From an optimization exercise on the open Yosys and OpenROAD flow, aimed at small area, a short achievable clock period and few clock cycles per item; shortcuts taken in it are not production practice. Where RTL was checked, it was by simulation tests only, not by an equivalence proof against the original. Power figures rest on the tool's default switching activity, not on a simulated workload.

== the reference run ==
==> flow/design.v <==
module div
	#(
		parameter W=32
	 )
	(
		input wire clk, reset, str_trg,
		input wire [W-1:0] dvsr, dvnd,
		input wire [5:0] cd,
		input wire [4:0] ca,
		output wire ready,
		output reg done_trg,
		output wire [W-1:0] quo, rmd
	);
	reg        busy_reg;
	reg [4:0]  n_reg;
	reg [W-1:0] r_reg, q_reg, d_reg;
	wire       dz = cd[5];
	wire [4:0] p;
	wire       cd_ge_ca;
	div_sub #(.W(5)) sub_p (.a(cd[4:0]), .b(ca), .diff(p), .ge(cd_ge_ca));
	wire       imm = ~dz & ~cd_ge_ca;
	wire [W-1:0] diff;
	wire       ge;
	div_sub #(.W(W)) sub_r (.a(r_reg), .b(d_reg), .diff(diff), .ge(ge));
	wire       last = (n_reg == 0);
	reg [W-1:0] sh;
	integer k;
	always @*
	begin
		sh = dvsr;
		for (k = 0; k < 5; k = k + 1)
			sh = ({W{p[k]}} & (sh << (1 << k))) |
			     ({W{~p[k]}} & sh & ~({W{1'b1}} << (W - (1 << k)))) |
			     (sh & ({W{1'b1}} << (W - (1 << k))));
	end
	always @(posedge clk, posedge reset)
		if (reset)
			busy_reg <= 1'b0;
		else if (str_trg)
			busy_reg <= ~imm;
		else if (last)
			busy_reg <= 1'b0;
	always @(posedge clk)
	begin
		if (str_trg)
		begin
			n_reg <= dz ? 5'd31 : p;
			d_reg <= sh;
		end
		else
		begin
			n_reg <= n_reg - 1'b1;
			d_reg <= d_reg >> 1;
		end
		if (str_trg)
			r_reg <= dvnd;
		else if (busy_reg & ge)
			r_reg <= diff;
		if (str_trg)
			q_reg <= {W{1'b0}};
		else if (busy_reg)
			q_reg <= {q_reg[W-2:0], ge};
	end
	always @*
		done_trg = str_trg ? imm : (busy_reg & last);
	assign ready = ~busy_reg;
	assign quo = q_reg;
	assign rmd = r_reg;
endmodule
module div_sub
	#(
		parameter W=32
	 )
	(
		input wire [W-1:0] a, b,
		output wire [W-1:0] diff,
		output wire ge
	);
	wire [W-1:0] g0 = a & ~b;
	wire [W-1:0] p0 = a ^ ~b;
	reg [W-1:0] G, P, Gn, Pn;
	integer i, s;
	always @*
	begin
		G = g0; P = p0;
		G[0] = a[0] | ~b[0];
		P[0] = 1'b0;
		for (s = 1; s < W; s = s * 2)
		begin
			Gn = G; Pn = P;
			for (i = 0; i < W; i = i + 1)
				if (i & s)
				begin
					if (i == 1)
						Gn[i] = g0[1] | (p0[1] & g0[0]) | (p0[1] & p0[0]);
					else if (i == s)
						Gn[i] = g0[i] | (p0[i] & g0[i-1]) | (p0[i] & p0[i-1] & G[i-2]);
					else
						Gn[i] = G[i] | (P[i] & G[(i & ~(s-1)) - 1]);
					Pn[i] = P[i] & P[(i & ~(s-1)) - 1];
				end
			G = Gn; P = Pn;
		end
	end
	assign diff = p0 ^ {G[W-2:0], 1'b1};
	assign ge = G[W-1];
endmodule
module div_avalon
	#(
		parameter W     = 32,
				  CBIT  = 6
	 )
	(
		input wire clk, reset,
		input wire [2:0] div_address,
		input wire div_chipselect,
		input wire div_write,
		input wire [W-1:0] div_writedata,
		output wire [W-1:0] div_readdata,
		output wire div_irq,
		output wire div_rdy
	);
	wire div_start, div_ready, set_done_trg, clr_done_trg;
	reg [W-1:0] dvnd_reg, dvsr_reg;
	reg [5:0] cd_reg;
	reg [4:0] ca_reg;
	reg done_trg_reg;
	wire [W-1:0] quo, rmd;
	wire wr_en, wr_dvnd, wr_dvsr;
	reg [5:0] wclz;
	integer i;
	always @*
	begin
		wclz = 6'd32;
		for (i = 0; i < W; i = i + 1)
			if (div_writedata[i]) wclz = 6'd31 - i[5:0];
	end
	div #(.W(32)) d1
		 ( .clk(clk), .reset(reset), .str_trg(div_start), .dvsr(dvsr_reg), .dvnd(dvnd_reg),
		   .cd(cd_reg), .ca(ca_reg),
		   .ready(div_ready), .done_trg(set_done_trg), .quo(quo), .rmd(rmd));
	always @(posedge clk)
	begin
		if (wr_dvnd)
		begin
			dvnd_reg <= div_writedata;
			ca_reg <= wclz[5] ? 5'd31 : wclz[4:0];
		end
		if (wr_dvsr)
		begin
			dvsr_reg <= div_writedata;
			cd_reg <= wclz;
		end
	end
	always @(posedge clk, posedge reset)
		if (reset)
			done_trg_reg <= 1'b0;
		else if (set_done_trg)
			done_trg_reg <= 1'b1;
		else if (clr_done_trg)
			done_trg_reg <= 1'b0;
	assign wr_en = div_write & div_chipselect;
	assign wr_dvnd = (div_address == 3'h0) & wr_en;
	assign wr_dvsr = (div_address == 3'h1) & wr_en;
	assign div_start = (div_address == 3'h2) & wr_en & div_ready;
	assign clr_done_trg = (div_address == 3'h6) & wr_en;
	assign div_readdata = (div_address == 3'h3) ? quo :
						  (div_address == 3'h4) ? rmd :
						  {31'b0, (div_address == 3'h5) ? div_ready : done_trg_reg};
	assign div_rdy = div_ready;
	assign div_irq = done_trg_reg;
endmodule
export LEC_CHECK = 0
export CAP_MARGIN = 20
export CORE_MARGIN = 2
export CORE_UTILIZATION = 60
export CTS_BUF_LIST = sky130_fd_sc_hd__clkbuf_4 sky130_fd_sc_hd__clkbuf_8
export SETUP_SLACK_MARGIN = 2.0
export SLEW_MARGIN = 20
create_clock -name core_clock -period 5.0 [get_ports {clk}]
standard.sh (not shown) runs the stock make flow with config.mk's settings and CLKGATE_MAP_FILE= SYNTH_SCRIPT=/design/flow/synth_recipe.tcl, a recipe that flattens the netlist after the stock synthesis.
==> flow/flow/run.sh <==
#!/bin/bash
# Standard layout, with the port buffers made from buf_2 cells instead of
# the slow delay-buffer cells buffer_ports picks on its own.
set -euo pipefail
export BUFFER_PORTS_ARGS="-buffer_cell sky130_fd_sc_hd__buf_2"
bash standard.sh > standard.log 2>&1
Testbench counts of the reference run, summed over its fixed seeds: cycles 24,255, items 2,048.
#### Input delta (the trial run over the reference run)
diff --git a/flow/design.v b/flow/design.v
--- a/flow/design.v
+++ b/flow/design.v
@@ -16,11 +16,11 @@
 	reg [W-1:0] r_reg, q_reg, d_reg;
 	wire       dz = cd[5];
 	wire [4:0] p;
 	wire       cd_ge_ca;
 	div_sub #(.W(5)) sub_p (.a(cd[4:0]), .b(ca), .diff(p), .ge(cd_ge_ca));
-	wire       imm = ~dz & ~cd_ge_ca;
+	wire       imm = dz | ~cd_ge_ca;
 	wire [W-1:0] diff;
 	wire       ge;
 	div_sub #(.W(W)) sub_r (.a(r_reg), .b(d_reg), .diff(diff), .ge(ge));
 	wire       last = (n_reg == 0);
 	reg [W-1:0] sh;
@@ -42,11 +42,11 @@
 			busy_reg <= 1'b0;
 	always @(posedge clk)
 	begin
 		if (str_trg)
 		begin
-			n_reg <= dz ? 5'd31 : p;
+			n_reg <= p[4:0];
 			d_reg <= sh;
 		end
 		else
 		begin
 			n_reg <= n_reg - 1'b1;
@@ -55,11 +55,11 @@
 		if (str_trg)
 			r_reg <= dvnd;
 		else if (busy_reg & ge)
 			r_reg <= diff;
 		if (str_trg)
-			q_reg <= {W{1'b0}};
+			q_reg <= {W{dz}};
 		else if (busy_reg)
 			q_reg <= {q_reg[W-2:0], ge};
 	end
 	always @*
 		done_trg = str_trg ? imm : (busy_reg & last);
Changes observed in the trial run relative to the reference run: area added between synthesis and finish saw an increase; hold slack saw an increase; number of multi-input combinational cells in the layout saw a decrease; final design instance area without fill saw an increase. Delta (the trial run minus the reference run): routing usage on met2 up 1.3 points, non-clock buffer area fraction after layout shows an increase of 0.81 points, post-synthesis cell count shows a reduction of about 3.3%.
Only the layout flow was run in the trial run; the RTL was not checked for function there.

wip/pepper:
Starts from the design.v that is shown in full above.
export LEC_CHECK = 0
export CAP_MARGIN = 20
export CORE_MARGIN = 2
export CORE_UTILIZATION = 60
export CTS_BUF_LIST = sky130_fd_sc_hd__clkbuf_4 sky130_fd_sc_hd__clkbuf_8
export SETUP_SLACK_MARGIN = 2.1
export SLEW_MARGIN = 20
create_clock -name core_clock -period 5.0 [get_ports {clk}]
Scripts as last shown in full above: flow/flow/run.sh
Testbench counts of wip/pepper, summed over its fixed seeds: cycles 24,255, items 2,048.
Inputs modified between wip/pepper and wip/amber:
--- a/flow/design.v
+++ b/flow/design.v
@@ -6,6 +6,5 @@
 		input wire clk, reset, str_trg,
 		input wire [W-1:0] dvsr, dvnd,
-		input wire [5:0] cd,
-		input wire [4:0] ca,
+		input wire [5:0] cd, ca,
 		output wire ready,
 		output reg done_trg,
@@ -16,22 +15,12 @@
 	reg [W-1:0] r_reg, q_reg, d_reg;
 	wire       dz = cd[5];
-	wire [4:0] p;
+	wire [5:0] p;
 	wire       cd_ge_ca;
-	div_sub #(.W(5)) sub_p (.a(cd[4:0]), .b(ca), .diff(p), .ge(cd_ge_ca));
-	wire       imm = ~dz & ~cd_ge_ca;
+	div_sub #(.W(6)) sub_p (.a(cd), .b(ca), .diff(p), .ge(cd_ge_ca));
+	wire       imm = dz | ~cd_ge_ca;
 	wire [W-1:0] diff;
 	wire       ge;
 	div_sub #(.W(W)) sub_r (.a(r_reg), .b(d_reg), .diff(diff), .ge(ge));
 	wire       last = (n_reg == 0);
-	reg [W-1:0] sh;
-	integer k;
-	always @*
-	begin
-		sh = dvsr;
-		for (k = 0; k < 5; k = k + 1)
-			sh = ({W{p[k]}} & (sh << (1 << k))) |
-			     ({W{~p[k]}} & sh & ~({W{1'b1}} << (W - (1 << k)))) |
-			     (sh & ({W{1'b1}} << (W - (1 << k))));
-	end
 	always @(posedge clk, posedge reset)
 		if (reset)
@@ -45,6 +34,6 @@
 		if (str_trg)
 		begin
-			n_reg <= dz ? 5'd31 : p;
-			d_reg <= sh;
+			n_reg <= p[4:0];
+			d_reg <= dvsr << p[4:0];
 		end
 		else
@@ -58,5 +47,5 @@
 			r_reg <= diff;
 		if (str_trg)
-			q_reg <= {W{1'b0}};
+			q_reg <= {W{dz}};
 		else if (busy_reg)
 			q_reg <= {q_reg[W-2:0], ge};
@@ -123,6 +112,5 @@
 	wire div_start, div_ready, set_done_trg, clr_done_trg;
 	reg [W-1:0] dvnd_reg, dvsr_reg;
-	reg [5:0] cd_reg;
-	reg [4:0] ca_reg;
+	reg [5:0] ca_reg, cd_reg;
 	reg done_trg_reg;
 	wire [W-1:0] quo, rmd;
@@ -145,5 +133,5 @@
 		begin
 			dvnd_reg <= div_writedata;
-			ca_reg <= wclz[5] ? 5'd31 : wclz[4:0];
+			ca_reg <= wclz;
 		end
 		if (wr_dvsr)
Results
wip/amber: sequential share of layout area higher than wip/pepper
Via count: wip/pepper and wip/amber compared, lower one is wip/pepper
Measured against wip/pepper, the switching power total of wip/amber comes out at 0.45 times the reference value.
Diff wip/pepper -> wip/amber | number of tap cells inserted | increase of 1.9%
Summary of wip/amber over wip/pepper: fraction of the mapped netlist area in simple logic gates higher; area of the mapped netlist higher.
Re met3 wire length: wip/pepper was lower than wip/amber.
Higher design area goes to wip/amber over wip/pepper.
Against wip/pepper, wip/amber comes in 8.0 points lower on fraction of power spent switching nets.
Testbench counts of wip/amber, summed over its fixed seeds: cycles 24,255, items 2,048.

[re-timing with driven ports]
In the flow no input, the clock included, has a driving cell. The finished layouts below were timed again as built, in two steps.
Step 1 (the two cells are an assumption about what drives the block):
set clk [get_ports {clk}]
set_driving_cell -lib_cell sky130_fd_sc_hd__clkbuf_16 $clk
set_driving_cell -lib_cell sky130_fd_sc_hd__buf_2 [delete_from_list [all_inputs] $clk]
Step 2, shift: input delay + t, output delay - t, t = (earliest + latest rising clock arrival at the registers) / 2. This alone moves slack from input paths to output paths.
a / b / c = no drivers / after step 1 / after step 2; a / b = the first two.
| run | t, ns | slack for setup (ns) | worst data-port slew with drivers (ns) |
|---|---|---|---|
| the reference run | 0.514 | 2.054 / 2.028 / 1.633 | 0.04 |
| the trial run | 0.493 | 2.020 / 1.984 / 1.671 | 0.05 |
| wip/pepper | 0.505 | 2.096 / 2.041 / 1.637 | 0.06 |
| wip/amber | 0.500 | 2.096 / 2.042 / 1.810 | 0.08 |
After both steps setup and hold are still met in every run listed. For wip/pepper, which loses most, drivers alone change the setup slack by -0.055 ns; drivers and shift together by -0.459 ns.
